From an optimization exercise on the open Yosys and OpenROAD flow, aimed at small area and a short achievable clock period; shortcuts taken in it are not production practice.
Only simulation tests tie the RTL to the original design; equivalence was not proved.

## run A
==> flow/design.v (excerpt) <==
module Cordic_Machine(clock_pulse, reset, x_input, y_input, z_input, x_output, y_output, z_output, flag);
For scale: roughly 86 flip-flops, roughly 150 I/O pins, ~9300 sq um of cells after synthesis.
==> flow/config.mk <==
export PLATFORM = sky130hd
export DESIGN_NAME = Cordic_Machine
export DESIGN_NICKNAME = Cordic_Machine
export VERILOG_FILES = /design/flow/design.v
export SDC_FILE = /design/flow/constraint.sdc
export NUM_CORES = 4
export LEC_CHECK = 0
export CAP_MARGIN = 20
export CORE_MARGIN = 2
export CORE_UTILIZATION = 60
export SETUP_SLACK_MARGIN = 1.75
export SLEW_MARGIN = 20
==> flow/constraint.sdc <==
create_clock -name core_clock -period 6.0 [get_ports {clock_pulse}]
set_input_delay 1.2000 -clock core_clock [delete_from_list [all_inputs] [get_ports {clock_pulse}]]
set_output_delay 1.2000 -clock core_clock [all_outputs]
set_load 0.01 [all_outputs]
standard.sh (not shown) runs the stock make flow with config.mk's settings and CLKGATE_MAP_FILE= SYNTH_SCRIPT=/design/flow/synth_recipe.tcl, a recipe that flattens the netlist after the stock synthesis.
==> flow/flow/run.sh <==
#!/bin/bash
# Standard layout, with the port buffers made of the smallest buffer cell.
export BUFFER_PORTS_ARGS="-buffer_cell sky130_fd_sc_hd__buf_1"
export CTS_ARGS="-sink_clustering_enable -repair_clock_nets -buf_list {sky130_fd_sc_hd__clkbuf_4 sky130_fd_sc_hd__clkbuf_8} -dont_use_dummy_load"
bash standard.sh > standard.log 2>&1
Changes in run B relative to run A:
- PLACE_DENSITY newly set to 0.9
- CORE_UTILIZATION changed from 60 to 40
Findings:
- Per the final summary, run B finished and its layout is clean on timing, DRC and antenna.
- Run A has a lower final cycle utilization of the critical path than run B.
- Going from run A to run B, placement-stage cell area higher, fmax now sits lower.
- On total area of sequential cells, run A tracks run B almost exactly.
- Relative to run A, number of stages on the worst setup path has increased by 3 in run B.
- Comparing run A and run B, first-pass detailed-route iteration total is lower on run A.
- Summary — share of the core filled with cells, run B relative to run A: lower, by 23 points.
- Detailed-route wire length: run A and run B compared, lower one is run A
diff inputs: run B => run C
- CORE_UTILIZATION changed from 40 to 70
- PLACE_DENSITY removed (was 0.9)
- Across run B and run C, the outcome is the same: a clean finish for every run.
- Final critical-path share of the clock period, run B and run C: larger value in run C
- Delta (run C minus run B): utilization rose by 33 points, average routed wire per standard cell -0.58 um.
- Relative to run B, run C improves final design instance area without fill.
The inputs of run D differ from those of run C as listed below.
- swapping 70 for 60 in CORE_UTILIZATION
==> flow/flow/run.sh <==
#!/bin/bash
# Standard layout, with the port buffers made of the smallest buffer cell.
export BUFFER_PORTS_ARGS="-buffer_cell sky130_fd_sc_hd__buf_1"
export CTS_ARGS="-sink_clustering_enable -repair_clock_nets -buf_list {sky130_fd_sc_hd__clkbuf_4 sky130_fd_sc_hd__clkbuf_8} -dont_use_dummy_load"
export ADDER_MAP_FILE=
bash standard.sh > standard.log 2>&1
--- outcome ---
In run D relative to run C, routed length on met1 had gone up by more than a quarter.
Changes observed in run D relative to run C: core box area has increased.
### run D -> run E
- PLACE_DENSITY: unset -> 0.8
==> flow/flow/run.sh <==
#!/bin/bash
# Standard layout, with the port buffers made of the smallest buffer cell.
export BUFFER_PORTS_ARGS="-buffer_cell sky130_fd_sc_hd__buf_1"
export CTS_ARGS="-sink_clustering_enable -repair_clock_nets -buf_list {sky130_fd_sc_hd__clkbuf_4 sky130_fd_sc_hd__clkbuf_8} -dont_use_dummy_load"
bash standard.sh > standard.log 2>&1
[summary]
Die extent in y, run D and run E, lower one = run E. Instance count along the most critical hold path is lower on run E. Run D has higher wire length than run E. Run E improves on run D in synthesized area. Cmp run E vs run D: number of vias in the routed layout lower in run E. From run D to run E the numbers moved as follows: post-placement setup slack +0.45 ns, final worst setup slack +0.083 ns, register-to-register slack +0.08 ns.
The following lists how run F was set up differently from run E:
- a change of SETUP_SLACK_MARGIN from 1.75 to 1.5
- a deleted PLACE_DENSITY that had been 0.8
### Flow results
Measured against each other, run E and run F differ in sequential portion of the cell area, the lower figure coming from run E.
Run F: hold slack is 0.031 ns higher than what run E reported.
The final layouts of run E and run F pass the timing, design-rule and antenna checks.
Layout buffering overhead excluding clock cells for run F: 0.67 points down relative to run E
From run E to run F the numbers moved as follows: final wirelength has decreased; wire length of the first global-routing pass has decreased.
Between run E and run F, the share of the clock period used by the worst path is lower for run E.
Worst path setup slack after routing down 0.090 ns in run F wrt run E

## static timing again, ports no longer ideal
Ports are ideal in the flow. The routed layouts listed here were re-timed in OpenROAD.
Step 1: set_driving_cell puts a clkbuf_16 on clock_pulse and a buf_2 on each other input, an assumption about the parent block.
Step 2 times the ports against the registers' clock, not the clock port: input delays grow and output delays shrink by t, the midpoint of the rising clock arrivals with the driver on.
Slacks: ideal ports / drivers / drivers and shift; pairs: ideal ports / drivers.
run	t, ns	setup slack, ns	worst hold slack (ns)	worst slew at a driven data input, ns
run A	0.417	1.937 / 1.937 / 1.937	0.575 / 0.575 / 0.575	0.03
run B	0.428	1.826 / 1.826 / 1.826	0.625 / 0.625 / 0.625	0.04
run C	0.421	1.724 / 1.724 / 1.724	0.582 / 0.582 / 0.582	0.04
run D	0.426	1.795 / 1.795 / 1.508	0.602 / 0.602 / 0.602	0.03
run E	0.412	1.878 / 1.878 / 1.878	0.543 / 0.543 / 0.543	0.04
run F	0.421	1.788 / 1.788 / 1.788	0.574 / 0.574 / 0.574	0.04
After both steps every run listed still meets setup and hold. For run D, which loses most, drivers alone change the setup slack by 0.000 ns; drivers and shift together by -0.287 ns.
